Context: an optimization exercise on an open-source flow, tuned for small area and a short achievable clock period. The choices shown serve that exercise and are no tape-out recipe. For this run, only the layout was checked, not whether the RTL still works. Power is estimated from default activity; no workload was simulated.

==> flow/design.v <==
module full_adder(output sum,
                  output carry_out,
                  input x,
                  input y,
                  input carry_in);
assign sum = x ^ y ^ carry_in;
assign carry_out = (x & y) | (x & carry_in) | (y & carry_in);
endmodule
module g_and2(output y, input a, input b);
assign y = a & b;
endmodule
module g_aoi21(output y, input a, input b, input c);
assign y = ~((a & b) | c);
endmodule
module g_inv(output y, input a);
assign y = ~a;
endmodule
module g_nand2(output y, input a, input b);
assign y = ~(a & b);
endmodule
module g_nor2(output y, input a, input b);
assign y = ~(a | b);
endmodule
module g_oai21(output y, input a, input b, input c);
assign y = ~((a | b) & c);
endmodule
module g_or2(output y, input a, input b);
assign y = a | b;
endmodule
module g_xnor2(output y, input a, input b);
assign y = ~(a ^ b);
endmodule
module g_xor2(output y, input a, input b);
assign y = a ^ b;
endmodule
module half_adder_n(output sum_n,
                    output carry_n,
                    input a_n,
                    input b_n);
xnor_n xs(sum_n, a_n, b_n);
or_n oc(carry_n, a_n, b_n);
endmodule
module xnor_n(output y, input a, input b);
assign y = ~(a ^ b);
endmodule
module or_n(output y, input a, input b);
assign y = a | b;
endmodule
module fir_3tap (input clk,
                 input [7:0] Xin,
                 input [7:0] H0,
                 input [7:0] H1,
                 input [7:0] H2,
                 output reg [15:0] Yout);
reg [15:0] Q1n, Q2n;
wire t2_p0_0 = ~(Xin[0] & H2[0]);
wire t2_p0_1 = ~(Xin[0] & H2[1]);
wire t2_p0_2 = ~(Xin[0] & H2[2]);
wire t2_p0_3 = ~(Xin[0] & H2[3]);
wire t2_p0_4 = ~(Xin[0] & H2[4]);
wire t2_p0_5 = ~(Xin[0] & H2[5]);
wire t2_p0_6 = ~(Xin[0] & H2[6]);
wire t2_p0_7 = ~(Xin[0] & H2[7]);
wire t2_p1_0 = ~(Xin[1] & H2[0]);
wire t2_p1_1 = ~(Xin[1] & H2[1]);
wire t2_p1_2 = ~(Xin[1] & H2[2]);
wire t2_p1_3 = ~(Xin[1] & H2[3]);
wire t2_p1_4 = ~(Xin[1] & H2[4]);
wire t2_p1_5 = ~(Xin[1] & H2[5]);
wire t2_p1_6 = ~(Xin[1] & H2[6]);
wire t2_p1_7 = ~(Xin[1] & H2[7]);
wire t2_p2_0 = ~(Xin[2] & H2[0]);
wire t2_p2_1 = ~(Xin[2] & H2[1]);
wire t2_p2_2 = ~(Xin[2] & H2[2]);
wire t2_p2_3 = ~(Xin[2] & H2[3]);
wire t2_p2_4 = ~(Xin[2] & H2[4]);
wire t2_p2_5 = ~(Xin[2] & H2[5]);
wire t2_p2_6 = ~(Xin[2] & H2[6]);
wire t2_p2_7 = ~(Xin[2] & H2[7]);
wire t2_p3_0 = ~(Xin[3] & H2[0]);
wire t2_p3_1 = ~(Xin[3] & H2[1]);
wire t2_p3_2 = ~(Xin[3] & H2[2]);
wire t2_p3_3 = ~(Xin[3] & H2[3]);
wire t2_p3_4 = ~(Xin[3] & H2[4]);
wire t2_p3_5 = ~(Xin[3] & H2[5]);
wire t2_p3_6 = ~(Xin[3] & H2[6]);
wire t2_p3_7 = ~(Xin[3] & H2[7]);
wire t2_p4_0 = ~(Xin[4] & H2[0]);
wire t2_p4_1 = ~(Xin[4] & H2[1]);
wire t2_p4_2 = ~(Xin[4] & H2[2]);
wire t2_p4_3 = ~(Xin[4] & H2[3]);
wire t2_p4_4 = ~(Xin[4] & H2[4]);
wire t2_p4_5 = ~(Xin[4] & H2[5]);
wire t2_p4_6 = ~(Xin[4] & H2[6]);
wire t2_p4_7 = ~(Xin[4] & H2[7]);
wire t2_p5_0 = ~(Xin[5] & H2[0]);
wire t2_p5_1 = ~(Xin[5] & H2[1]);
wire t2_p5_2 = ~(Xin[5] & H2[2]);
wire t2_p5_3 = ~(Xin[5] & H2[3]);
wire t2_p5_4 = ~(Xin[5] & H2[4]);
wire t2_p5_5 = ~(Xin[5] & H2[5]);
wire t2_p5_6 = ~(Xin[5] & H2[6]);
wire t2_p5_7 = ~(Xin[5] & H2[7]);
wire t2_p6_0 = ~(Xin[6] & H2[0]);
wire t2_p6_1 = ~(Xin[6] & H2[1]);
wire t2_p6_2 = ~(Xin[6] & H2[2]);
wire t2_p6_3 = ~(Xin[6] & H2[3]);
wire t2_p6_4 = ~(Xin[6] & H2[4]);
wire t2_p6_5 = ~(Xin[6] & H2[5]);
wire t2_p6_6 = ~(Xin[6] & H2[6]);
wire t2_p6_7 = ~(Xin[6] & H2[7]);
wire t2_p7_0 = ~(Xin[7] & H2[0]);
wire t2_p7_1 = ~(Xin[7] & H2[1]);
wire t2_p7_2 = ~(Xin[7] & H2[2]);
wire t2_p7_3 = ~(Xin[7] & H2[3]);
wire t2_p7_4 = ~(Xin[7] & H2[4]);
wire t2_p7_5 = ~(Xin[7] & H2[5]);
wire t2_p7_6 = ~(Xin[7] & H2[6]);
wire t2_p7_7 = ~(Xin[7] & H2[7]);
wire t2_s0, t2_c0;
half_adder_n t2_ha1 (t2_s0, t2_c0, t2_p0_6, t2_p1_5);
wire t2_s1, t2_c1;
full_adder t2_fa2 (t2_s1, t2_c1, t2_p0_7, t2_p1_6, t2_p2_5);
wire t2_s2, t2_c2;
half_adder_n t2_ha3 (t2_s2, t2_c2, t2_p3_4, t2_p4_3);
wire t2_s3, t2_c3;
full_adder t2_fa4 (t2_s3, t2_c3, t2_p1_7, t2_p2_6, t2_p3_5);
wire t2_s4, t2_c4;
half_adder_n t2_ha5 (t2_s4, t2_c4, t2_p4_4, t2_p5_3);
wire t2_s5, t2_c5;
full_adder t2_fa6 (t2_s5, t2_c5, t2_p2_7, t2_p3_6, t2_p4_5);
wire t2_s6, t2_c6;
half_adder_n t2_ha7 (t2_s6, t2_c6, t2_p0_4, t2_p1_3);
wire t2_s7, t2_c7;
full_adder t2_fa8 (t2_s7, t2_c7, t2_p0_5, t2_p1_4, t2_p2_3);
wire t2_s8, t2_c8;
half_adder_n t2_ha9 (t2_s8, t2_c8, t2_p3_2, t2_p4_1);
wire t2_s9, t2_c9;
full_adder t2_fa10 (t2_s9, t2_c9, t2_p2_4, t2_p3_3, t2_p4_2);
wire t2_s10, t2_c10;
full_adder t2_fa11 (t2_s10, t2_c10, t2_p5_1, t2_p6_0, t2_s0);
wire t2_s11, t2_c11;
full_adder t2_fa12 (t2_s11, t2_c11, t2_p5_2, t2_p6_1, t2_p7_0);
wire t2_s12, t2_c12;
full_adder t2_fa13 (t2_s12, t2_c12, t2_c0, t2_s2, t2_s1);
wire t2_s13, t2_c13;
full_adder t2_fa14 (t2_s13, t2_c13, t2_p6_2, t2_p7_1, t2_c2);
wire t2_s14, t2_c14;
full_adder t2_fa15 (t2_s14, t2_c14, t2_s4, t2_c1, t2_s3);
wire t2_s15, t2_c15;
full_adder t2_fa16 (t2_s15, t2_c15, t2_p5_4, t2_p6_3, t2_p7_2);
wire t2_s16, t2_c16;
full_adder t2_fa17 (t2_s16, t2_c16, t2_c4, t2_c3, t2_s5);
wire t2_s17, t2_c17;
full_adder t2_fa18 (t2_s17, t2_c17, t2_p3_7, t2_p4_6, t2_p5_5);
wire t2_s18, t2_c18;
full_adder t2_fa19 (t2_s18, t2_c18, t2_p6_4, t2_p7_3, t2_c5);
wire t2_s19, t2_c19;
full_adder t2_fa20 (t2_s19, t2_c19, t2_p4_7, t2_p5_6, t2_p6_5);
wire t2_s20, t2_c20;
half_adder_n t2_ha21 (t2_s20, t2_c20, t2_p0_3, t2_p1_2);
wire t2_s21, t2_c21;
full_adder t2_fa22 (t2_s21, t2_c21, t2_p2_2, t2_p3_1, t2_p4_0);
wire t2_s22, t2_c22;
full_adder t2_fa23 (t2_s22, t2_c22, t2_p5_0, t2_c6, t2_s8);
wire t2_s23, t2_c23;
full_adder t2_fa24 (t2_s23, t2_c23, t2_c8, t2_c7, t2_s9);
wire t2_s24, t2_c24;
full_adder t2_fa25 (t2_s24, t2_c24, t2_c9, t2_s11, t2_c10);
wire t2_s25, t2_c25;
full_adder t2_fa26 (t2_s25, t2_c25, t2_c11, t2_s13, t2_c12);
wire t2_s26, t2_c26;
full_adder t2_fa27 (t2_s26, t2_c26, t2_s15, t2_c13, t2_c14);
wire t2_s27, t2_c27;
full_adder t2_fa28 (t2_s27, t2_c27, t2_c15, t2_s17, t2_c16);
wire t2_s28, t2_c28;
full_adder t2_fa29 (t2_s28, t2_c28, t2_p7_4, t2_c17, t2_s19);
wire t2_s29, t2_c29;
full_adder t2_fa30 (t2_s29, t2_c29, t2_p5_7, t2_p6_6, t2_p7_5);
wire t2_s30, t2_c30;
half_adder_n t2_ha31 (t2_s30, t2_c30, t2_p0_2, t2_p1_1);
wire t2_s31, t2_c31;
full_adder t2_fa32 (t2_s31, t2_c31, t2_p2_1, t2_p3_0, t2_s20);
wire t2_s32, t2_c32;
full_adder t2_fa33 (t2_s32, t2_c32, t2_c20, t2_s6, t2_s21);
wire t2_s33, t2_c33;
full_adder t2_fa34 (t2_s33, t2_c33, t2_c21, t2_s7, t2_s22);
wire t2_s34, t2_c34;
full_adder t2_fa35 (t2_s34, t2_c34, t2_c22, t2_s10, t2_s23);
wire t2_s35, t2_c35;
full_adder t2_fa36 (t2_s35, t2_c35, t2_c23, t2_s12, t2_s24);
wire t2_s36, t2_c36;
full_adder t2_fa37 (t2_s36, t2_c36, t2_s14, t2_c24, t2_s25);
wire t2_s37, t2_c37;
full_adder t2_fa38 (t2_s37, t2_c37, t2_s16, t2_c25, t2_s26);
wire t2_s38, t2_c38;
full_adder t2_fa39 (t2_s38, t2_c38, t2_s18, t2_c26, t2_s27);
wire t2_s39, t2_c39;
full_adder t2_fa40 (t2_s39, t2_c39, t2_c18, t2_s28, t2_c27);
wire t2_s40, t2_c40;
full_adder t2_fa41 (t2_s40, t2_c40, t2_c19, t2_s29, t2_c28);
wire t2_s41, t2_c41;
full_adder t2_fa42 (t2_s41, t2_c41, t2_p6_7, t2_p7_6, t2_c29);
wire n1;
g_xnor2 u1 (n1, t2_p0_1, t2_p1_0);
wire n2;
g_or2 u2 (n2, t2_p0_1, t2_p1_0);
wire t2_rs2, t2_rc2;
full_adder t2_rfa2 (t2_rs2, t2_rc2, t2_s30, t2_p2_0, n2);
wire n3;
g_or2 u3 (n3, t2_c30, t2_s31);
wire n4;
g_and2 u4 (n4, t2_c30, t2_s31);
wire n5;
g_aoi21 u5 (n5, n3, t2_rc2, n4);
wire n6;
g_nor2 u6 (n6, t2_c31, t2_s32);
wire n7;
g_nand2 u7 (n7, t2_c31, t2_s32);
wire n8;
g_oai21 u8 (n8, n6, n5, n7);
wire n9;
g_or2 u9 (n9, t2_c32, t2_s33);
wire n10;
g_and2 u10 (n10, t2_c32, t2_s33);
wire n11;
g_aoi21 u11 (n11, n9, n8, n10);
wire n12;
g_nor2 u12 (n12, t2_c33, t2_s34);
wire n13;
g_nand2 u13 (n13, t2_c33, t2_s34);
wire n14;
g_oai21 u14 (n14, n12, n11, n13);
wire n15;
g_nor2 u15 (n15, t2_c35, t2_s36);
wire n16;
g_nand2 u16 (n16, t2_c34, t2_s35);
wire n17;
g_nand2 u17 (n17, t2_c35, t2_s36);
wire n18;
g_oai21 u18 (n18, n15, n16, n17);
wire n19;
g_nor2 u19 (n19, t2_c34, t2_s35);
wire n20;
g_nor2 u20 (n20, n15, n19);
wire n21;
g_nor2 u21 (n21, t2_c37, t2_s38);
wire n22;
g_nand2 u22 (n22, t2_c36, t2_s37);
wire n23;
g_nand2 u23 (n23, t2_c37, t2_s38);
wire n24;
g_oai21 u24 (n24, n21, n22, n23);
wire n25;
g_nor2 u25 (n25, t2_c36, t2_s37);
wire n26;
g_nor2 u26 (n26, n21, n25);
wire n27;
g_nor2 u27 (n27, t2_c39, t2_s40);
wire n28;
g_nand2 u28 (n28, t2_c38, t2_s39);
wire n29;
g_nand2 u29 (n29, t2_c39, t2_s40);
wire n30;
g_oai21 u30 (n30, n27, n28, n29);
wire n31;
g_nor2 u31 (n31, t2_c38, t2_s39);
wire n32;
g_nor2 u32 (n32, n27, n31);
wire n33;
g_nor2 u33 (n33, t2_c41, t2_p7_7);
wire n34;
g_nand2 u34 (n34, t2_c40, t2_s41);
wire n35;
g_nand2 u35 (n35, t2_c41, t2_p7_7);
wire n36;
g_oai21 u36 (n36, n33, n34, n35);
wire n37;
g_nor2 u37 (n37, t2_c40, t2_s41);
wire n38;
g_nor2 u38 (n38, n33, n37);
wire n39;
g_aoi21 u39 (n39, n20, n14, n18);
wire n40;
g_or2 u40 (n40, t2_c33, t2_s34);
wire n41;
g_nand2 u41 (n41, n20, n40);
wire n42;
g_aoi21 u42 (n42, n32, n24, n30);
wire n43;
g_nand2 u43 (n43, n32, n26);
wire n44;
g_oai21 u44 (n44, n43, n39, n42);
wire n45;
g_nor2 u45 (n45, n43, n41);
wire n46;
g_inv u46 (n46, n26);
wire n47;
g_inv u47 (n47, n24);
wire n48;
g_oai21 u48 (n48, n46, n39, n47);
wire n49;
g_inv u49 (n49, n26);
wire n50;
g_nor2 u50 (n50, n49, n41);
wire n51;
g_aoi21 u51 (n51, n38, n44, n36);
wire n52;
g_nand2 u52 (n52, n38, n45);
wire n53;
g_or2 u53 (n53, t2_c34, t2_s35);
wire n54;
g_and2 u54 (n54, t2_c34, t2_s35);
wire n55;
g_aoi21 u55 (n55, n53, n14, n54);
wire n56;
g_nand2 u56 (n56, n53, n40);
wire n57;
g_oai21 u57 (n57, n25, n39, n22);
wire n58;
g_nor2 u58 (n58, n25, n41);
wire n59;
g_or2 u59 (n59, t2_c38, t2_s39);
wire n60;
g_and2 u60 (n60, t2_c38, t2_s39);
wire n61;
g_aoi21 u61 (n61, n59, n48, n60);
wire n62;
g_nand2 u62 (n62, n59, n50);
wire n63;
g_or2 u63 (n63, t2_c40, t2_s41);
wire n64;
g_and2 u64 (n64, t2_c40, t2_s41);
wire n65;
g_aoi21 u65 (n65, n63, n44, n64);
wire n66;
g_nand2 u66 (n66, n63, n45);
wire n67;
g_xor2 u67 (n67, t2_c30, t2_s31);
wire n68;
g_xor2 u68 (n68, n67, t2_rc2);
wire n69;
g_xor2 u69 (n69, t2_c31, t2_s32);
wire n70;
g_xnor2 u70 (n70, n69, n5);
wire n71;
g_xor2 u71 (n71, t2_c32, t2_s33);
wire n72;
g_xor2 u72 (n72, n71, n8);
wire n73;
g_xor2 u73 (n73, t2_c33, t2_s34);
wire n74;
g_xnor2 u74 (n74, n73, n11);
wire n75;
g_xor2 u75 (n75, t2_c34, t2_s35);
wire n76;
g_xor2 u76 (n76, n75, n14);
wire n77;
g_xor2 u77 (n77, t2_c35, t2_s36);
wire n78;
g_xnor2 u78 (n78, n77, n55);
wire n79;
g_xor2 u79 (n79, t2_c36, t2_s37);
wire n80;
g_xnor2 u80 (n80, n79, n39);
wire n81;
g_xor2 u81 (n81, t2_c37, t2_s38);
wire n82;
g_xor2 u82 (n82, n81, n57);
wire n83;
g_xor2 u83 (n83, t2_c38, t2_s39);
wire n84;
g_xor2 u84 (n84, n83, n48);
wire n85;
g_xor2 u85 (n85, t2_c39, t2_s40);
wire n86;
g_xnor2 u86 (n86, n85, n61);
wire n87;
g_xor2 u87 (n87, t2_c40, t2_s41);
wire n88;
g_xor2 u88 (n88, n87, n44);
wire n89;
g_xor2 u89 (n89, t2_c41, t2_p7_7);
wire n90;
g_xnor2 u90 (n90, n89, n65);
wire n91;
g_inv u91 (n91, n51);
wire [15:0] t2_sn = {n91, n90, n88, n86, n84, n82, n80, n78, n76, n74, n72, n70, n68, t2_rs2, n1, t2_p0_0};
wire t1_p0_0 = ~(Xin[0] & H1[0]);
wire t1_p0_1 = ~(Xin[0] & H1[1]);
wire t1_p0_2 = ~(Xin[0] & H1[2]);
wire t1_p0_3 = ~(Xin[0] & H1[3]);
wire t1_p0_4 = ~(Xin[0] & H1[4]);
wire t1_p0_5 = ~(Xin[0] & H1[5]);
wire t1_p0_6 = ~(Xin[0] & H1[6]);
wire t1_p0_7 = ~(Xin[0] & H1[7]);
wire t1_p1_0 = ~(Xin[1] & H1[0]);
wire t1_p1_1 = ~(Xin[1] & H1[1]);
wire t1_p1_2 = ~(Xin[1] & H1[2]);
wire t1_p1_3 = ~(Xin[1] & H1[3]);
wire t1_p1_4 = ~(Xin[1] & H1[4]);
wire t1_p1_5 = ~(Xin[1] & H1[5]);
wire t1_p1_6 = ~(Xin[1] & H1[6]);
wire t1_p1_7 = ~(Xin[1] & H1[7]);
wire t1_p2_0 = ~(Xin[2] & H1[0]);
wire t1_p2_1 = ~(Xin[2] & H1[1]);
wire t1_p2_2 = ~(Xin[2] & H1[2]);
wire t1_p2_3 = ~(Xin[2] & H1[3]);
wire t1_p2_4 = ~(Xin[2] & H1[4]);
wire t1_p2_5 = ~(Xin[2] & H1[5]);
wire t1_p2_6 = ~(Xin[2] & H1[6]);
wire t1_p2_7 = ~(Xin[2] & H1[7]);
wire t1_p3_0 = ~(Xin[3] & H1[0]);
wire t1_p3_1 = ~(Xin[3] & H1[1]);
wire t1_p3_2 = ~(Xin[3] & H1[2]);
wire t1_p3_3 = ~(Xin[3] & H1[3]);
wire t1_p3_4 = ~(Xin[3] & H1[4]);
wire t1_p3_5 = ~(Xin[3] & H1[5]);
wire t1_p3_6 = ~(Xin[3] & H1[6]);
wire t1_p3_7 = ~(Xin[3] & H1[7]);
wire t1_p4_0 = ~(Xin[4] & H1[0]);
wire t1_p4_1 = ~(Xin[4] & H1[1]);
wire t1_p4_2 = ~(Xin[4] & H1[2]);
wire t1_p4_3 = ~(Xin[4] & H1[3]);
wire t1_p4_4 = ~(Xin[4] & H1[4]);
wire t1_p4_5 = ~(Xin[4] & H1[5]);
wire t1_p4_6 = ~(Xin[4] & H1[6]);
wire t1_p4_7 = ~(Xin[4] & H1[7]);
wire t1_p5_0 = ~(Xin[5] & H1[0]);
wire t1_p5_1 = ~(Xin[5] & H1[1]);
wire t1_p5_2 = ~(Xin[5] & H1[2]);
wire t1_p5_3 = ~(Xin[5] & H1[3]);
wire t1_p5_4 = ~(Xin[5] & H1[4]);
wire t1_p5_5 = ~(Xin[5] & H1[5]);
wire t1_p5_6 = ~(Xin[5] & H1[6]);
wire t1_p5_7 = ~(Xin[5] & H1[7]);
wire t1_p6_0 = ~(Xin[6] & H1[0]);
wire t1_p6_1 = ~(Xin[6] & H1[1]);
wire t1_p6_2 = ~(Xin[6] & H1[2]);
wire t1_p6_3 = ~(Xin[6] & H1[3]);
wire t1_p6_4 = ~(Xin[6] & H1[4]);
wire t1_p6_5 = ~(Xin[6] & H1[5]);
wire t1_p6_6 = ~(Xin[6] & H1[6]);
wire t1_p6_7 = ~(Xin[6] & H1[7]);
wire t1_p7_0 = ~(Xin[7] & H1[0]);
wire t1_p7_1 = ~(Xin[7] & H1[1]);
wire t1_p7_2 = ~(Xin[7] & H1[2]);
wire t1_p7_3 = ~(Xin[7] & H1[3]);
wire t1_p7_4 = ~(Xin[7] & H1[4]);
wire t1_p7_5 = ~(Xin[7] & H1[5]);
wire t1_p7_6 = ~(Xin[7] & H1[6]);
wire t1_p7_7 = ~(Xin[7] & H1[7]);
wire t1_s0, t1_c0;
half_adder_n t1_ha1 (t1_s0, t1_c0, Q1n[5], t1_p0_5);
wire t1_s1, t1_c1;
full_adder t1_fa2 (t1_s1, t1_c1, Q1n[6], t1_p0_6, t1_p1_5);
wire t1_s2, t1_c2;
half_adder_n t1_ha3 (t1_s2, t1_c2, t1_p2_4, t1_p3_3);
wire t1_s3, t1_c3;
full_adder t1_fa4 (t1_s3, t1_c3, Q1n[7], t1_p0_7, t1_p1_6);
wire t1_s4, t1_c4;
full_adder t1_fa5 (t1_s4, t1_c4, t1_p2_5, t1_p3_4, t1_p4_3);
wire t1_s5, t1_c5;
half_adder_n t1_ha6 (t1_s5, t1_c5, t1_p5_2, t1_p6_1);
wire t1_s6, t1_c6;
full_adder t1_fa7 (t1_s6, t1_c6, Q1n[8], t1_p1_7, t1_p2_6);
wire t1_s7, t1_c7;
full_adder t1_fa8 (t1_s7, t1_c7, t1_p3_5, t1_p4_4, t1_p5_3);
wire t1_s8, t1_c8;
half_adder_n t1_ha9 (t1_s8, t1_c8, t1_p6_2, t1_p7_1);
wire t1_s9, t1_c9;
full_adder t1_fa10 (t1_s9, t1_c9, Q1n[9], t1_p2_7, t1_p3_6);
wire t1_s10, t1_c10;
full_adder t1_fa11 (t1_s10, t1_c10, t1_p4_5, t1_p5_4, t1_p6_3);
wire t1_s11, t1_c11;
full_adder t1_fa12 (t1_s11, t1_c11, Q1n[10], t1_p3_7, t1_p4_6);
wire t1_s12, t1_c12;
half_adder_n t1_ha13 (t1_s12, t1_c12, Q1n[3], t1_p0_3);
wire t1_s13, t1_c13;
full_adder t1_fa14 (t1_s13, t1_c13, Q1n[4], t1_p0_4, t1_p1_3);
wire t1_s14, t1_c14;
half_adder_n t1_ha15 (t1_s14, t1_c14, t1_p2_2, t1_p3_1);
wire t1_s15, t1_c15;
full_adder t1_fa16 (t1_s15, t1_c15, t1_p1_4, t1_p2_3, t1_p3_2);
wire t1_s16, t1_c16;
full_adder t1_fa17 (t1_s16, t1_c16, t1_p4_1, t1_p5_0, t1_s0);
wire t1_s17, t1_c17;
full_adder t1_fa18 (t1_s17, t1_c17, t1_p4_2, t1_p5_1, t1_p6_0);
wire t1_s18, t1_c18;
full_adder t1_fa19 (t1_s18, t1_c18, t1_c0, t1_s2, t1_s1);
wire t1_s19, t1_c19;
full_adder t1_fa20 (t1_s19, t1_c19, t1_p7_0, t1_c2, t1_s5);
wire t1_s20, t1_c20;
full_adder t1_fa21 (t1_s20, t1_c20, t1_c1, t1_s3, t1_s4);
wire t1_s21, t1_c21;
full_adder t1_fa22 (t1_s21, t1_c21, t1_c5, t1_s8, t1_c3);
wire t1_s22, t1_c22;
full_adder t1_fa23 (t1_s22, t1_c22, t1_c4, t1_s6, t1_s7);
wire t1_s23, t1_c23;
full_adder t1_fa24 (t1_s23, t1_c23, t1_p7_2, t1_c8, t1_c6);
wire t1_s24, t1_c24;
full_adder t1_fa25 (t1_s24, t1_c24, t1_c7, t1_s10, t1_s9);
wire t1_s25, t1_c25;
full_adder t1_fa26 (t1_s25, t1_c25, t1_p5_5, t1_p6_4, t1_p7_3);
wire t1_s26, t1_c26;
full_adder t1_fa27 (t1_s26, t1_c26, t1_c10, t1_c9, t1_s11);
wire t1_s27, t1_c27;
full_adder t1_fa28 (t1_s27, t1_c27, Q1n[11], t1_p4_7, t1_p5_6);
wire t1_s28, t1_c28;
full_adder t1_fa29 (t1_s28, t1_c28, t1_p6_5, t1_p7_4, t1_c11);
wire t1_s29, t1_c29;
full_adder t1_fa30 (t1_s29, t1_c29, Q1n[12], t1_p5_7, t1_p6_6);
wire t1_s30, t1_c30;
half_adder_n t1_ha31 (t1_s30, t1_c30, Q1n[2], t1_p0_2);
wire t1_s31, t1_c31;
full_adder t1_fa32 (t1_s31, t1_c31, t1_p1_2, t1_p2_1, t1_p3_0);
wire t1_s32, t1_c32;
full_adder t1_fa33 (t1_s32, t1_c32, t1_p4_0, t1_c12, t1_s14);
wire t1_s33, t1_c33;
full_adder t1_fa34 (t1_s33, t1_c33, t1_c14, t1_c13, t1_s15);
wire t1_s34, t1_c34;
full_adder t1_fa35 (t1_s34, t1_c34, t1_c15, t1_s17, t1_c16);
wire t1_s35, t1_c35;
full_adder t1_fa36 (t1_s35, t1_c35, t1_c17, t1_s19, t1_c18);
wire t1_s36, t1_c36;
full_adder t1_fa37 (t1_s36, t1_c36, t1_c19, t1_c20, t1_s21);
wire t1_s37, t1_c37;
full_adder t1_fa38 (t1_s37, t1_c37, t1_c21, t1_c22, t1_s23);
wire t1_s38, t1_c38;
full_adder t1_fa39 (t1_s38, t1_c38, t1_s25, t1_c23, t1_c24);
wire t1_s39, t1_c39;
full_adder t1_fa40 (t1_s39, t1_c39, t1_c25, t1_s27, t1_c26);
wire t1_s40, t1_c40;
full_adder t1_fa41 (t1_s40, t1_c40, t1_p7_5, t1_c27, t1_s29);
wire t1_s41, t1_c41;
full_adder t1_fa42 (t1_s41, t1_c41, Q1n[13], t1_p6_7, t1_p7_6);
wire t1_s42, t1_c42;
half_adder_n t1_ha43 (t1_s42, t1_c42, Q1n[1], t1_p0_1);
wire t1_s43, t1_c43;
full_adder t1_fa44 (t1_s43, t1_c43, t1_p1_1, t1_p2_0, t1_s30);
wire t1_s44, t1_c44;
full_adder t1_fa45 (t1_s44, t1_c44, t1_c30, t1_s12, t1_s31);
wire t1_s45, t1_c45;
full_adder t1_fa46 (t1_s45, t1_c45, t1_c31, t1_s13, t1_s32);
wire t1_s46, t1_c46;
full_adder t1_fa47 (t1_s46, t1_c46, t1_c32, t1_s16, t1_s33);
wire t1_s47, t1_c47;
full_adder t1_fa48 (t1_s47, t1_c47, t1_c33, t1_s18, t1_s34);
wire t1_s48, t1_c48;
full_adder t1_fa49 (t1_s48, t1_c48, t1_s20, t1_c34, t1_s35);
wire t1_s49, t1_c49;
full_adder t1_fa50 (t1_s49, t1_c49, t1_s22, t1_c35, t1_s36);
wire t1_s50, t1_c50;
full_adder t1_fa51 (t1_s50, t1_c50, t1_s24, t1_c36, t1_s37);
wire t1_s51, t1_c51;
full_adder t1_fa52 (t1_s51, t1_c51, t1_s26, t1_c37, t1_s38);
wire t1_s52, t1_c52;
full_adder t1_fa53 (t1_s52, t1_c52, t1_s28, t1_c38, t1_s39);
wire t1_s53, t1_c53;
full_adder t1_fa54 (t1_s53, t1_c53, t1_c28, t1_s40, t1_c39);
wire t1_s54, t1_c54;
full_adder t1_fa55 (t1_s54, t1_c54, t1_c29, t1_s41, t1_c40);
wire t1_s55, t1_c55;
full_adder t1_fa56 (t1_s55, t1_c55, Q1n[14], t1_p7_7, t1_c41);
wire n92;
g_xnor2 u92 (n92, Q1n[0], t1_p0_0);
wire n93;
g_or2 u93 (n93, Q1n[0], t1_p0_0);
wire t1_rs1, t1_rc1;
full_adder t1_rfa1 (t1_rs1, t1_rc1, t1_s42, t1_p1_0, n93);
wire t1_rs2, t1_rc2;
full_adder t1_rfa2 (t1_rs2, t1_rc2, t1_c42, t1_s43, t1_rc1);
wire n94;
g_or2 u94 (n94, t1_c43, t1_s44);
wire n95;
g_and2 u95 (n95, t1_c43, t1_s44);
wire n96;
g_aoi21 u96 (n96, n94, t1_rc2, n95);
wire n97;
g_nor2 u97 (n97, t1_c44, t1_s45);
wire n98;
g_nand2 u98 (n98, t1_c44, t1_s45);
wire n99;
g_oai21 u99 (n99, n97, n96, n98);
wire n100;
g_or2 u100 (n100, t1_c45, t1_s46);
wire n101;
g_and2 u101 (n101, t1_c45, t1_s46);
wire n102;
g_aoi21 u102 (n102, n100, n99, n101);
wire n103;
g_nor2 u103 (n103, t1_c46, t1_s47);
wire n104;
g_nand2 u104 (n104, t1_c46, t1_s47);
wire n105;
g_oai21 u105 (n105, n103, n102, n104);
wire n106;
g_nor2 u106 (n106, t1_c48, t1_s49);
wire n107;
g_nand2 u107 (n107, t1_c47, t1_s48);
wire n108;
g_nand2 u108 (n108, t1_c48, t1_s49);
wire n109;
g_oai21 u109 (n109, n106, n107, n108);
wire n110;
g_nor2 u110 (n110, t1_c47, t1_s48);
wire n111;
g_nor2 u111 (n111, n106, n110);
wire n112;
g_nor2 u112 (n112, t1_c50, t1_s51);
wire n113;
g_nand2 u113 (n113, t1_c49, t1_s50);
wire n114;
g_nand2 u114 (n114, t1_c50, t1_s51);
wire n115;
g_oai21 u115 (n115, n112, n113, n114);
wire n116;
g_nor2 u116 (n116, t1_c49, t1_s50);
wire n117;
g_nor2 u117 (n117, n112, n116);
wire n118;
g_nor2 u118 (n118, t1_c52, t1_s53);
wire n119;
g_nand2 u119 (n119, t1_c51, t1_s52);
wire n120;
g_nand2 u120 (n120, t1_c52, t1_s53);
wire n121;
g_oai21 u121 (n121, n118, n119, n120);
wire n122;
g_nor2 u122 (n122, t1_c51, t1_s52);
wire n123;
g_nor2 u123 (n123, n118, n122);
wire n124;
g_nor2 u124 (n124, t1_c54, t1_s55);
wire n125;
g_nand2 u125 (n125, t1_c53, t1_s54);
wire n126;
g_nand2 u126 (n126, t1_c54, t1_s55);
wire n127;
g_oai21 u127 (n127, n124, n125, n126);
wire n128;
g_nor2 u128 (n128, t1_c53, t1_s54);
wire n129;
g_nor2 u129 (n129, n124, n128);
wire n130;
g_aoi21 u130 (n130, n111, n105, n109);
wire n131;
g_or2 u131 (n131, t1_c46, t1_s47);
wire n132;
g_nand2 u132 (n132, n111, n131);
wire n133;
g_aoi21 u133 (n133, n123, n115, n121);
wire n134;
g_nand2 u134 (n134, n123, n117);
wire n135;
g_oai21 u135 (n135, n134, n130, n133);
wire n136;
g_nor2 u136 (n136, n134, n132);
wire n137;
g_inv u137 (n137, n117);
wire n138;
g_inv u138 (n138, n115);
wire n139;
g_oai21 u139 (n139, n137, n130, n138);
wire n140;
g_inv u140 (n140, n117);
wire n141;
g_nor2 u141 (n141, n140, n132);
wire n142;
g_aoi21 u142 (n142, n129, n135, n127);
wire n143;
g_nand2 u143 (n143, n129, n136);
wire n144;
g_or2 u144 (n144, t1_c47, t1_s48);
wire n145;
g_and2 u145 (n145, t1_c47, t1_s48);
wire n146;
g_aoi21 u146 (n146, n144, n105, n145);
wire n147;
g_nand2 u147 (n147, n144, n131);
wire n148;
g_oai21 u148 (n148, n116, n130, n113);
wire n149;
g_nor2 u149 (n149, n116, n132);
wire n150;
g_or2 u150 (n150, t1_c51, t1_s52);
wire n151;
g_and2 u151 (n151, t1_c51, t1_s52);
wire n152;
g_aoi21 u152 (n152, n150, n139, n151);
wire n153;
g_nand2 u153 (n153, n150, n141);
wire n154;
g_or2 u154 (n154, t1_c53, t1_s54);
wire n155;
g_and2 u155 (n155, t1_c53, t1_s54);
wire n156;
g_aoi21 u156 (n156, n154, n135, n155);
wire n157;
g_nand2 u157 (n157, n154, n136);
wire n158;
g_xor2 u158 (n158, t1_c43, t1_s44);
wire n159;
g_xor2 u159 (n159, n158, t1_rc2);
wire n160;
g_xor2 u160 (n160, t1_c44, t1_s45);
wire n161;
g_xnor2 u161 (n161, n160, n96);
wire n162;
g_xor2 u162 (n162, t1_c45, t1_s46);
wire n163;
g_xor2 u163 (n163, n162, n99);
wire n164;
g_xor2 u164 (n164, t1_c46, t1_s47);
wire n165;
g_xnor2 u165 (n165, n164, n102);
wire n166;
g_xor2 u166 (n166, t1_c47, t1_s48);
wire n167;
g_xor2 u167 (n167, n166, n105);
wire n168;
g_xor2 u168 (n168, t1_c48, t1_s49);
wire n169;
g_xnor2 u169 (n169, n168, n146);
wire n170;
g_xor2 u170 (n170, t1_c49, t1_s50);
wire n171;
g_xnor2 u171 (n171, n170, n130);
wire n172;
g_xor2 u172 (n172, t1_c50, t1_s51);
wire n173;
g_xor2 u173 (n173, n172, n148);
wire n174;
g_xor2 u174 (n174, t1_c51, t1_s52);
wire n175;
g_xor2 u175 (n175, n174, n139);
wire n176;
g_xor2 u176 (n176, t1_c52, t1_s53);
wire n177;
g_xnor2 u177 (n177, n176, n152);
wire n178;
g_xor2 u178 (n178, t1_c53, t1_s54);
wire n179;
g_xor2 u179 (n179, n178, n135);
wire n180;
g_xor2 u180 (n180, t1_c54, t1_s55);
wire n181;
g_xnor2 u181 (n181, n180, n156);
wire n182;
g_xor2 u182 (n182, t1_c55, Q1n[15]);
wire n183;
g_xnor2 u183 (n183, n182, n142);
wire [15:0] t1_sn = {n183, n181, n179, n177, n175, n173, n171, n169, n167, n165, n163, n161, n159, t1_rs2, t1_rs1, n92};
wire t0_p0_0 = ~(Xin[0] & H0[0]);
wire t0_p0_1 = ~(Xin[0] & H0[1]);
wire t0_p0_2 = ~(Xin[0] & H0[2]);
wire t0_p0_3 = ~(Xin[0] & H0[3]);
wire t0_p0_4 = ~(Xin[0] & H0[4]);
wire t0_p0_5 = ~(Xin[0] & H0[5]);
wire t0_p0_6 = ~(Xin[0] & H0[6]);
wire t0_p0_7 = ~(Xin[0] & H0[7]);
wire t0_p1_0 = ~(Xin[1] & H0[0]);
wire t0_p1_1 = ~(Xin[1] & H0[1]);
wire t0_p1_2 = ~(Xin[1] & H0[2]);
wire t0_p1_3 = ~(Xin[1] & H0[3]);
wire t0_p1_4 = ~(Xin[1] & H0[4]);
wire t0_p1_5 = ~(Xin[1] & H0[5]);
wire t0_p1_6 = ~(Xin[1] & H0[6]);
wire t0_p1_7 = ~(Xin[1] & H0[7]);
wire t0_p2_0 = ~(Xin[2] & H0[0]);
wire t0_p2_1 = ~(Xin[2] & H0[1]);
wire t0_p2_2 = ~(Xin[2] & H0[2]);
wire t0_p2_3 = ~(Xin[2] & H0[3]);
wire t0_p2_4 = ~(Xin[2] & H0[4]);
wire t0_p2_5 = ~(Xin[2] & H0[5]);
wire t0_p2_6 = ~(Xin[2] & H0[6]);
wire t0_p2_7 = ~(Xin[2] & H0[7]);
wire t0_p3_0 = ~(Xin[3] & H0[0]);
wire t0_p3_1 = ~(Xin[3] & H0[1]);
wire t0_p3_2 = ~(Xin[3] & H0[2]);
wire t0_p3_3 = ~(Xin[3] & H0[3]);
wire t0_p3_4 = ~(Xin[3] & H0[4]);
wire t0_p3_5 = ~(Xin[3] & H0[5]);
wire t0_p3_6 = ~(Xin[3] & H0[6]);
wire t0_p3_7 = ~(Xin[3] & H0[7]);
wire t0_p4_0 = ~(Xin[4] & H0[0]);
wire t0_p4_1 = ~(Xin[4] & H0[1]);
wire t0_p4_2 = ~(Xin[4] & H0[2]);
wire t0_p4_3 = ~(Xin[4] & H0[3]);
wire t0_p4_4 = ~(Xin[4] & H0[4]);
wire t0_p4_5 = ~(Xin[4] & H0[5]);
wire t0_p4_6 = ~(Xin[4] & H0[6]);
wire t0_p4_7 = ~(Xin[4] & H0[7]);
wire t0_p5_0 = ~(Xin[5] & H0[0]);
wire t0_p5_1 = ~(Xin[5] & H0[1]);
wire t0_p5_2 = ~(Xin[5] & H0[2]);
wire t0_p5_3 = ~(Xin[5] & H0[3]);
wire t0_p5_4 = ~(Xin[5] & H0[4]);
wire t0_p5_5 = ~(Xin[5] & H0[5]);
wire t0_p5_6 = ~(Xin[5] & H0[6]);
wire t0_p5_7 = ~(Xin[5] & H0[7]);
wire t0_p6_0 = ~(Xin[6] & H0[0]);
wire t0_p6_1 = ~(Xin[6] & H0[1]);
wire t0_p6_2 = ~(Xin[6] & H0[2]);
wire t0_p6_3 = ~(Xin[6] & H0[3]);
wire t0_p6_4 = ~(Xin[6] & H0[4]);
wire t0_p6_5 = ~(Xin[6] & H0[5]);
wire t0_p6_6 = ~(Xin[6] & H0[6]);
wire t0_p6_7 = ~(Xin[6] & H0[7]);
wire t0_p7_0 = ~(Xin[7] & H0[0]);
wire t0_p7_1 = ~(Xin[7] & H0[1]);
wire t0_p7_2 = ~(Xin[7] & H0[2]);
wire t0_p7_3 = ~(Xin[7] & H0[3]);
wire t0_p7_4 = ~(Xin[7] & H0[4]);
wire t0_p7_5 = ~(Xin[7] & H0[5]);
wire t0_p7_6 = ~(Xin[7] & H0[6]);
wire t0_p7_7 = ~(Xin[7] & H0[7]);
wire t0_s0, t0_c0;
half_adder_n t0_ha1 (t0_s0, t0_c0, Q2n[5], t0_p0_5);
wire t0_s1, t0_c1;
full_adder t0_fa2 (t0_s1, t0_c1, Q2n[6], t0_p0_6, t0_p1_5);
wire t0_s2, t0_c2;
half_adder_n t0_ha3 (t0_s2, t0_c2, t0_p2_4, t0_p3_3);
wire t0_s3, t0_c3;
full_adder t0_fa4 (t0_s3, t0_c3, Q2n[7], t0_p0_7, t0_p1_6);
wire t0_s4, t0_c4;
full_adder t0_fa5 (t0_s4, t0_c4, t0_p2_5, t0_p3_4, t0_p4_3);
wire t0_s5, t0_c5;
half_adder_n t0_ha6 (t0_s5, t0_c5, t0_p5_2, t0_p6_1);
wire t0_s6, t0_c6;
full_adder t0_fa7 (t0_s6, t0_c6, Q2n[8], t0_p1_7, t0_p2_6);
wire t0_s7, t0_c7;
full_adder t0_fa8 (t0_s7, t0_c7, t0_p3_5, t0_p4_4, t0_p5_3);
wire t0_s8, t0_c8;
half_adder_n t0_ha9 (t0_s8, t0_c8, t0_p6_2, t0_p7_1);
wire t0_s9, t0_c9;
full_adder t0_fa10 (t0_s9, t0_c9, Q2n[9], t0_p2_7, t0_p3_6);
wire t0_s10, t0_c10;
full_adder t0_fa11 (t0_s10, t0_c10, t0_p4_5, t0_p5_4, t0_p6_3);
wire t0_s11, t0_c11;
full_adder t0_fa12 (t0_s11, t0_c11, Q2n[10], t0_p3_7, t0_p4_6);
wire t0_s12, t0_c12;
half_adder_n t0_ha13 (t0_s12, t0_c12, Q2n[3], t0_p0_3);
wire t0_s13, t0_c13;
full_adder t0_fa14 (t0_s13, t0_c13, Q2n[4], t0_p0_4, t0_p1_3);
wire t0_s14, t0_c14;
half_adder_n t0_ha15 (t0_s14, t0_c14, t0_p2_2, t0_p3_1);
wire t0_s15, t0_c15;
full_adder t0_fa16 (t0_s15, t0_c15, t0_p1_4, t0_p2_3, t0_p3_2);
wire t0_s16, t0_c16;
full_adder t0_fa17 (t0_s16, t0_c16, t0_p4_1, t0_p5_0, t0_s0);
wire t0_s17, t0_c17;
full_adder t0_fa18 (t0_s17, t0_c17, t0_p4_2, t0_p5_1, t0_p6_0);
wire t0_s18, t0_c18;
full_adder t0_fa19 (t0_s18, t0_c18, t0_c0, t0_s2, t0_s1);
wire t0_s19, t0_c19;
full_adder t0_fa20 (t0_s19, t0_c19, t0_p7_0, t0_c2, t0_s5);
wire t0_s20, t0_c20;
full_adder t0_fa21 (t0_s20, t0_c20, t0_c1, t0_s3, t0_s4);
wire t0_s21, t0_c21;
full_adder t0_fa22 (t0_s21, t0_c21, t0_c5, t0_s8, t0_c3);
wire t0_s22, t0_c22;
full_adder t0_fa23 (t0_s22, t0_c22, t0_c4, t0_s6, t0_s7);
wire t0_s23, t0_c23;
full_adder t0_fa24 (t0_s23, t0_c23, t0_p7_2, t0_c8, t0_c6);
wire t0_s24, t0_c24;
full_adder t0_fa25 (t0_s24, t0_c24, t0_c7, t0_s10, t0_s9);
wire t0_s25, t0_c25;
full_adder t0_fa26 (t0_s25, t0_c25, t0_p5_5, t0_p6_4, t0_p7_3);
wire t0_s26, t0_c26;
full_adder t0_fa27 (t0_s26, t0_c26, t0_c10, t0_c9, t0_s11);
wire t0_s27, t0_c27;
full_adder t0_fa28 (t0_s27, t0_c27, Q2n[11], t0_p4_7, t0_p5_6);
wire t0_s28, t0_c28;
full_adder t0_fa29 (t0_s28, t0_c28, t0_p6_5, t0_p7_4, t0_c11);
wire t0_s29, t0_c29;
full_adder t0_fa30 (t0_s29, t0_c29, Q2n[12], t0_p5_7, t0_p6_6);
wire t0_s30, t0_c30;
half_adder_n t0_ha31 (t0_s30, t0_c30, Q2n[2], t0_p0_2);
wire t0_s31, t0_c31;
full_adder t0_fa32 (t0_s31, t0_c31, t0_p1_2, t0_p2_1, t0_p3_0);
wire t0_s32, t0_c32;
full_adder t0_fa33 (t0_s32, t0_c32, t0_p4_0, t0_c12, t0_s14);
wire t0_s33, t0_c33;
full_adder t0_fa34 (t0_s33, t0_c33, t0_c14, t0_c13, t0_s15);
wire t0_s34, t0_c34;
full_adder t0_fa35 (t0_s34, t0_c34, t0_c15, t0_s17, t0_c16);
wire t0_s35, t0_c35;
full_adder t0_fa36 (t0_s35, t0_c35, t0_c17, t0_s19, t0_c18);
wire t0_s36, t0_c36;
full_adder t0_fa37 (t0_s36, t0_c36, t0_c19, t0_c20, t0_s21);
wire t0_s37, t0_c37;
full_adder t0_fa38 (t0_s37, t0_c37, t0_c21, t0_c22, t0_s23);
wire t0_s38, t0_c38;
full_adder t0_fa39 (t0_s38, t0_c38, t0_s25, t0_c23, t0_c24);
wire t0_s39, t0_c39;
full_adder t0_fa40 (t0_s39, t0_c39, t0_c25, t0_s27, t0_c26);
wire t0_s40, t0_c40;
full_adder t0_fa41 (t0_s40, t0_c40, t0_p7_5, t0_c27, t0_s29);
wire t0_s41, t0_c41;
full_adder t0_fa42 (t0_s41, t0_c41, Q2n[13], t0_p6_7, t0_p7_6);
wire t0_s42, t0_c42;
half_adder_n t0_ha43 (t0_s42, t0_c42, Q2n[1], t0_p0_1);
wire t0_s43, t0_c43;
full_adder t0_fa44 (t0_s43, t0_c43, t0_p1_1, t0_p2_0, t0_s30);
wire t0_s44, t0_c44;
full_adder t0_fa45 (t0_s44, t0_c44, t0_c30, t0_s12, t0_s31);
wire t0_s45, t0_c45;
full_adder t0_fa46 (t0_s45, t0_c45, t0_c31, t0_s13, t0_s32);
wire t0_s46, t0_c46;
full_adder t0_fa47 (t0_s46, t0_c46, t0_c32, t0_s16, t0_s33);
wire t0_s47, t0_c47;
full_adder t0_fa48 (t0_s47, t0_c47, t0_c33, t0_s18, t0_s34);
wire t0_s48, t0_c48;
full_adder t0_fa49 (t0_s48, t0_c48, t0_s20, t0_c34, t0_s35);
wire t0_s49, t0_c49;
full_adder t0_fa50 (t0_s49, t0_c49, t0_s22, t0_c35, t0_s36);
wire t0_s50, t0_c50;
full_adder t0_fa51 (t0_s50, t0_c50, t0_s24, t0_c36, t0_s37);
wire t0_s51, t0_c51;
full_adder t0_fa52 (t0_s51, t0_c51, t0_s26, t0_c37, t0_s38);
wire t0_s52, t0_c52;
full_adder t0_fa53 (t0_s52, t0_c52, t0_s28, t0_c38, t0_s39);
wire t0_s53, t0_c53;
full_adder t0_fa54 (t0_s53, t0_c53, t0_c28, t0_s40, t0_c39);
wire t0_s54, t0_c54;
full_adder t0_fa55 (t0_s54, t0_c54, t0_c29, t0_s41, t0_c40);
wire t0_s55, t0_c55;
full_adder t0_fa56 (t0_s55, t0_c55, Q2n[14], t0_p7_7, t0_c41);
wire n184;
g_xnor2 u184 (n184, Q2n[0], t0_p0_0);
wire n185;
g_or2 u185 (n185, Q2n[0], t0_p0_0);
wire t0_rs1, t0_rc1;
full_adder t0_rfa1 (t0_rs1, t0_rc1, t0_s42, t0_p1_0, n185);
wire t0_rs2, t0_rc2;
full_adder t0_rfa2 (t0_rs2, t0_rc2, t0_c42, t0_s43, t0_rc1);
wire n186;
g_or2 u186 (n186, t0_c43, t0_s44);
wire n187;
g_and2 u187 (n187, t0_c43, t0_s44);
wire n188;
g_aoi21 u188 (n188, n186, t0_rc2, n187);
wire n189;
g_nor2 u189 (n189, t0_c44, t0_s45);
wire n190;
g_nand2 u190 (n190, t0_c44, t0_s45);
wire n191;
g_oai21 u191 (n191, n189, n188, n190);
wire n192;
g_or2 u192 (n192, t0_c45, t0_s46);
wire n193;
g_and2 u193 (n193, t0_c45, t0_s46);
wire n194;
g_aoi21 u194 (n194, n192, n191, n193);
wire n195;
g_nor2 u195 (n195, t0_c46, t0_s47);
wire n196;
g_nand2 u196 (n196, t0_c46, t0_s47);
wire n197;
g_oai21 u197 (n197, n195, n194, n196);
wire n198;
g_nor2 u198 (n198, t0_c48, t0_s49);
wire n199;
g_nand2 u199 (n199, t0_c47, t0_s48);
wire n200;
g_nand2 u200 (n200, t0_c48, t0_s49);
wire n201;
g_oai21 u201 (n201, n198, n199, n200);
wire n202;
g_nor2 u202 (n202, t0_c47, t0_s48);
wire n203;
g_nor2 u203 (n203, n198, n202);
wire n204;
g_nor2 u204 (n204, t0_c50, t0_s51);
wire n205;
g_nand2 u205 (n205, t0_c49, t0_s50);
wire n206;
g_nand2 u206 (n206, t0_c50, t0_s51);
wire n207;
g_oai21 u207 (n207, n204, n205, n206);
wire n208;
g_nor2 u208 (n208, t0_c49, t0_s50);
wire n209;
g_nor2 u209 (n209, n204, n208);
wire n210;
g_nor2 u210 (n210, t0_c52, t0_s53);
wire n211;
g_nand2 u211 (n211, t0_c51, t0_s52);
wire n212;
g_nand2 u212 (n212, t0_c52, t0_s53);
wire n213;
g_oai21 u213 (n213, n210, n211, n212);
wire n214;
g_nor2 u214 (n214, t0_c51, t0_s52);
wire n215;
g_nor2 u215 (n215, n210, n214);
wire n216;
g_nor2 u216 (n216, t0_c54, t0_s55);
wire n217;
g_nand2 u217 (n217, t0_c53, t0_s54);
wire n218;
g_nand2 u218 (n218, t0_c54, t0_s55);
wire n219;
g_oai21 u219 (n219, n216, n217, n218);
wire n220;
g_nor2 u220 (n220, t0_c53, t0_s54);
wire n221;
g_nor2 u221 (n221, n216, n220);
wire n222;
g_aoi21 u222 (n222, n203, n197, n201);
wire n223;
g_or2 u223 (n223, t0_c46, t0_s47);
wire n224;
g_nand2 u224 (n224, n203, n223);
wire n225;
g_aoi21 u225 (n225, n215, n207, n213);
wire n226;
g_nand2 u226 (n226, n215, n209);
wire n227;
g_oai21 u227 (n227, n226, n222, n225);
wire n228;
g_nor2 u228 (n228, n226, n224);
wire n229;
g_inv u229 (n229, n209);
wire n230;
g_inv u230 (n230, n207);
wire n231;
g_oai21 u231 (n231, n229, n222, n230);
wire n232;
g_inv u232 (n232, n209);
wire n233;
g_nor2 u233 (n233, n232, n224);
wire n234;
g_aoi21 u234 (n234, n221, n227, n219);
wire n235;
g_nand2 u235 (n235, n221, n228);
wire n236;
g_or2 u236 (n236, t0_c47, t0_s48);
wire n237;
g_and2 u237 (n237, t0_c47, t0_s48);
wire n238;
g_aoi21 u238 (n238, n236, n197, n237);
wire n239;
g_nand2 u239 (n239, n236, n223);
wire n240;
g_oai21 u240 (n240, n208, n222, n205);
wire n241;
g_nor2 u241 (n241, n208, n224);
wire n242;
g_or2 u242 (n242, t0_c51, t0_s52);
wire n243;
g_and2 u243 (n243, t0_c51, t0_s52);
wire n244;
g_aoi21 u244 (n244, n242, n231, n243);
wire n245;
g_nand2 u245 (n245, n242, n233);
wire n246;
g_or2 u246 (n246, t0_c53, t0_s54);
wire n247;
g_and2 u247 (n247, t0_c53, t0_s54);
wire n248;
g_aoi21 u248 (n248, n246, n227, n247);
wire n249;
g_nand2 u249 (n249, n246, n228);
wire n250;
g_inv u250 (n250, n184);
wire n251;
g_inv u251 (n251, t0_rs1);
wire n252;
g_inv u252 (n252, t0_rs2);
wire n253;
g_xor2 u253 (n253, t0_c43, t0_s44);
wire n254;
g_xnor2 u254 (n254, n253, t0_rc2);
wire n255;
g_xor2 u255 (n255, t0_c44, t0_s45);
wire n256;
g_xor2 u256 (n256, n255, n188);
wire n257;
g_xor2 u257 (n257, t0_c45, t0_s46);
wire n258;
g_xnor2 u258 (n258, n257, n191);
wire n259;
g_xor2 u259 (n259, t0_c46, t0_s47);
wire n260;
g_xor2 u260 (n260, n259, n194);
wire n261;
g_xor2 u261 (n261, t0_c47, t0_s48);
wire n262;
g_xnor2 u262 (n262, n261, n197);
wire n263;
g_xor2 u263 (n263, t0_c48, t0_s49);
wire n264;
g_xor2 u264 (n264, n263, n238);
wire n265;
g_xor2 u265 (n265, t0_c49, t0_s50);
wire n266;
g_xor2 u266 (n266, n265, n222);
wire n267;
g_xor2 u267 (n267, t0_c50, t0_s51);
wire n268;
g_xnor2 u268 (n268, n267, n240);
wire n269;
g_xor2 u269 (n269, t0_c51, t0_s52);
wire n270;
g_xnor2 u270 (n270, n269, n231);
wire n271;
g_xor2 u271 (n271, t0_c52, t0_s53);
wire n272;
g_xor2 u272 (n272, n271, n244);
wire n273;
g_xor2 u273 (n273, t0_c53, t0_s54);
wire n274;
g_xnor2 u274 (n274, n273, n227);
wire n275;
g_xor2 u275 (n275, t0_c54, t0_s55);
wire n276;
g_xor2 u276 (n276, n275, n248);
wire n277;
g_xor2 u277 (n277, t0_c55, Q2n[15]);
wire n278;
g_xor2 u278 (n278, n277, n234);
wire [15:0] t0_sn = {n278, n276, n274, n272, n270, n268, n266, n264, n262, n260, n258, n256, n254, n252, n251, n250};
always @(posedge clk) begin
  Q1n  <= t2_sn;
  Q2n  <= t1_sn;
  Yout <= t0_sn;
end
endmodule
==> flow/flow/run.sh <==
#!/bin/bash
# The standard layout (standard.sh), with two changes to how it is made:
# - ports are buffered with buf_1 instead of the default delay buffer;
# - repair_timing aims for 6.6 ns of setup slack instead of 0.
set -euo pipefail
export SETUP_SLACK_MARGIN=6.6
export BUFFER_PORTS_ARGS="-buffer_cell sky130_fd_sc_hd__buf_1"
bash standard.sh > standard.log 2>&1
==> flow/standard.sh <==
#!/bin/bash
# synth_recipe.tcl (not shown) runs the flow's synth.tcl, then flattens the netlist and writes it again
# the make line also repeats each setting of config.mk as NAME=value (left out here)
make -C /OpenROAD-flow-scripts/flow DESIGN_CONFIG=/design/flow/config.mk WORK_HOME=/design/flow/orfs CLKGATE_MAP_FILE= SYNTH_SCRIPT=/design/flow/synth_recipe.tcl "${@:-finish}"
==> flow/config.mk <==
export PLATFORM = sky130hd
export DESIGN_NAME = fir_3tap
export DESIGN_NICKNAME = fir_3tap
export VERILOG_FILES = /design/flow/design.v
export SDC_FILE = /design/flow/constraint.sdc
export NUM_CORES = 4
export LEC_CHECK = 0
export CAP_MARGIN = 20
export CORE_MARGIN = 2
export CORE_UTILIZATION = 65
export CTS_BUF_LIST = sky130_fd_sc_hd__clkbuf_8
export SLEW_MARGIN = 20
export SYNTH_HIERARCHICAL = 1
export SYNTH_MINIMUM_KEEP_SIZE = 0
export TNS_END_PERCENT = 0
==> flow/constraint.sdc <==
create_clock -name core_clock -period 12.5 [get_ports {clk}]
set_input_delay 2.5000 -clock core_clock [delete_from_list [all_inputs] [get_ports {clk}]]
set_output_delay 2.5000 -clock core_clock [all_outputs]
set_load 0.01 [all_outputs]
==> results.cfg <==
[setup_path]
rr_endpoint = Yout[12]
cpPeakStageDelay_ns = 0.59
crit_path_top_delay_cell = fa_1
r2r_cells = 10
startpoint = Xin[5]
crit_path_start_kind = input pin
worstPathRequired_ns = 12.69
critPathKind = in -> reg
endpoint = Q2n[14]
critPathArrivalTime_ns = 5.90
rr_startpoint = Q2n[7]
cp-end-kind = register
rrSetupSlack_ns = 9.16
path_common_cell = fa_1
worstPathMaxFanout = 24
crit_chain = buf_1 > buf_4 > nand2_1 > fa_1 > fa_1 > fa_1 > fa_1 > nor2_1 > nor2_1 > nand2_1 > o21ai_2 > a21oi_2 > xnor2_1

[final_layout]
finish.utilization_pct = 69.6
final_layout_size_suffix_gt1_share_pct = 5.59
area_growth_pct = 3.64
fin_nets = 901
n_antenna_cell = 0
multi_input_area_um2 = 5320
fillerInstances = 818
fin_area_um2 = 6830
regArea_um2 = 961

[route]
drc = 0
postRouteAntennaNets = 0
wl_per_cell_um = 14.6
first_pass_iters = 4
wl_um = 12600
viasPerCell = 5.40
drtIter0Drc = 225
num_vias = 4675

[floorplan]
dieArea_um2 = 11000
design.core.area_um2 = 9820
num_rows = 36
die_x_um = 105
die_h_um = 105
start_util_pct = 67.1
io_pins = 49

[logic_synthesis]
syn-num-nets = 879
async_reset_ff_share_pct = 0
synth_top_flop_cell = dfxtp_1
synth.area.top_cells = fa_1 (41%), dfxtp_1 (15%), nand2_1 (13%)
ys_warn_count = 7
synth_edf_count = 0
synth.distinct_cells = 14
netlist.area_leader.share_pct = 41.3
yosysTopAreaCell = fa_1
synth_sequential_area_ratio_pct = 14.6
syn_area_per_cell_um2 = 9.28
yosysMostFrequentCell = nand2_1
synth_commonest_cells = nand2_1 (225), fa_1 (136), xor2_1 (57)
synth_seq_cells = 48
syn_area_um2 = 6590
syn_inst = 710

[sta]
fin_crit_sh_pct = 45.7
fin_ws_ns = 6.79
rsz0062_at_grt = true
setup_viol = 0
max_freq_mhz = 175
max_slew_margin_pct = 70.7
worstMarginPinSlew_ns = 0.439
fin_crit_ns = 5.71
holdWs_ns = 0.452
clock_skew_ns = 0.0106
hold_violations = 0
setup_tns_ns = 0
slew_violations = 0

[power_and_ir_drop]
power_frac_clock_pct = 5.3
pwr-share-seq_pct = 15.1
vdd_ir_drop_max_uv = 282
pwr_density_cell_nw_per_um2 = 278
leakagePower_uw = 0.00242
p_sw_uw = 906
switching_share_pct = 47.8
p_comb_share_pct = 79.6
internal_power_uw = 991

[placed_design]
hpwlAfterDp_um = 9810
dpl_cell_area_um2 = 6710
pre_cts_ws_ns = 6.28
io_buffers = 48
routabilityCongestion = 0.850

[cts]
cts_tree = built
clock_path_buffers = 2
htree_levels = 2
clkSlewWorstSetupHoldPaths_ns = 0.09
root_buffer = clkbuf_8
cts_buffers = 5
cts_sinks = 48
insertion_delay_ns = 0.30
postCtsSetupBuffers = 0

[flow_run]
drv_cap = 0

[run_status]
outcome = finished clean

[worst_hold_path]
hp-class = reg -> reg

[grt]
grt_max_degree = 25
antenna_found_initial = 0
grt.total_usage_pct = 25.4
grt.overflow.total = 0
grt_pass1_vias = 5006
grt_pass1_wl_um = 22700
cells by family after synthesis:
family | count (synthesis) | share of synthesized area, %
AOI/OAI and AO/OA | 51 | 5.24
DFF | 48 | 14.6
and+or+nand+nor | 323 | 20.5
xor gates and xnor gates | 102 | 13.6
buffers and inverters | 50 | 4.80
adders and majority gates | 136 | 41.3
per-module statistics from Yosys (local to each module, per instance), a selection:
module | cell area, um2 | times used
fir_3tap | 1960 | 1
full_adder | 20.0 | 136
g_and2 | 6.26 | 15
g_aoi21 | 8.76 | 24
g_inv | 3.75 | 10
g_nand2 | 3.75 | 33
g_nor2 | 3.75 | 42
g_oai21 | 5.00 | 27
g_or2 | 6.26 | 18
g_xnor2 | 8.76 | 22
g_xor2 | 8.76 | 57
or_n | 6.26 | 23
xnor_n | 8.76 | 23
cell usage in the layout (no fill, tap or decap):
cell type,n
nand2_1,225
fa_1,136
xor2_1,57
dfxtp_1,48
buf_1,47
xnor2_1,45
nor2_1,42
or2_1,41
o21ai_1,25
a21oi_2,24
and2_1,15
inv_1,11
clkbuf_8,6
buf_6,4
buf_4,3
o21ai_2,2
clkinvlp_4,1
clkbuf_4,1
sequential cells by signal, indices dropped and copies added, names as in the netlist:
signal and flops:
Q1n 16, Q2n 16, Yout 16
worst min-delay path by stage:
| stage | end | cells after the start | start | slack [ns] |
|---|---|---|---|---|
| 2_1_floorplan | Q2n[0] | 1 | Q1n[0] | 0.42 |
| 3_3_place_gp | Q2n[0] | 1 | Q1n[0] | 0.43 |
| 3_5_place_dp | Q2n[0] | 1 | Q1n[0] | 0.44 |
| 4_1_cts | Q2n[0] | 1 | Q1n[0] | 0.46 |
| 5_1_grt | Q2n[0] | 1 | Q1n[0] | 0.47 |
| 6_report | Q2n[0] | 1 | Q1n[0] | 0.45 |
critical path, delay by kind of cell:
family                     cells  cell delay (ns)
adders and majority gates      4             2.10
AOI/OAI and AO/OA              2             0.33
xor gates and xnor gates       1             0.13
and+or+nand+nor                4             0.46
buffers and inverters          2             0.37
final cells by class:
type / count / share of cell area [%]
Tap cell: 133 / 2.44
Sequential cell: 48 / 14.1
Clock inverter: 2 / 0.165
Clock buffer: 6 / 1.21
Inverter: 10 / 0.549
Multi-Input combinational cell: 612 / 77.9
Timing Repair Buffer: 55 / 3.68
power groups by stage:
stage / Combinational, uW / Sequential (uW) / Clock [uW]
floorplan: 1260 / 297 / 0
global route: 1730 / 294 / 110
CTS: 1510 / 288 / 104
detailed placement: 1500 / 291 / 0
finish: 1510 / 287 / 99.7
global placement: 1450 / 292 / 0
layer usage:
metal / share of wire [%] / GRT usage (%)
met1: 43 / 35.4
met2: 51 / 43.4
met3: 5.5 / 3.49
met4: 0.74 / 4.57
met5: 0 / 0
metrics by stage:
step                power (uW)  std cells
detailed placement        1790        858
CTS                       1900        866
global placement          1740        858
finish                    1900        866
floorplan                 1560        710
global route              2140        866
repair_timing:
| action | CTS | global route |
|---|---|---|
| endpoints found under the setup margin | 0 | 13 |
| resized for setup | 0 | 7 |
| hold buffers | 0 | 0 |

[port drivers added, routing unchanged]
How much do the figures lean on ideal ports? The routed layout below was timed once more, with nothing changed but the port constraints.
Step 1 (the two cells are an assumption about what drives the block):
set clk [get_ports {clk}]
set_driving_cell -lib_cell sky130_fd_sc_hd__clkbuf_16 $clk
set_driving_cell -lib_cell sky130_fd_sc_hd__buf_2 [delete_from_list [all_inputs] $clk]
Step 2 times the ports against the registers' clock, not the clock port: input delays grow and output delays shrink by t, the midpoint of the rising clock arrivals with the driver on.
Three values: ideal, step 1, step 2; two values: the first two.
t, ns: 0.332
slack for setup (ns): 6.789 / 6.795 / 6.463
latest minus earliest clock arrival (ns): 0.011 / 0.011
worst data-port slew with drivers (ns): 0.04
After both steps setup and hold are still met in this run. For this run, drivers alone change the setup slack by +0.006 ns; drivers and shift together by -0.326 ns.
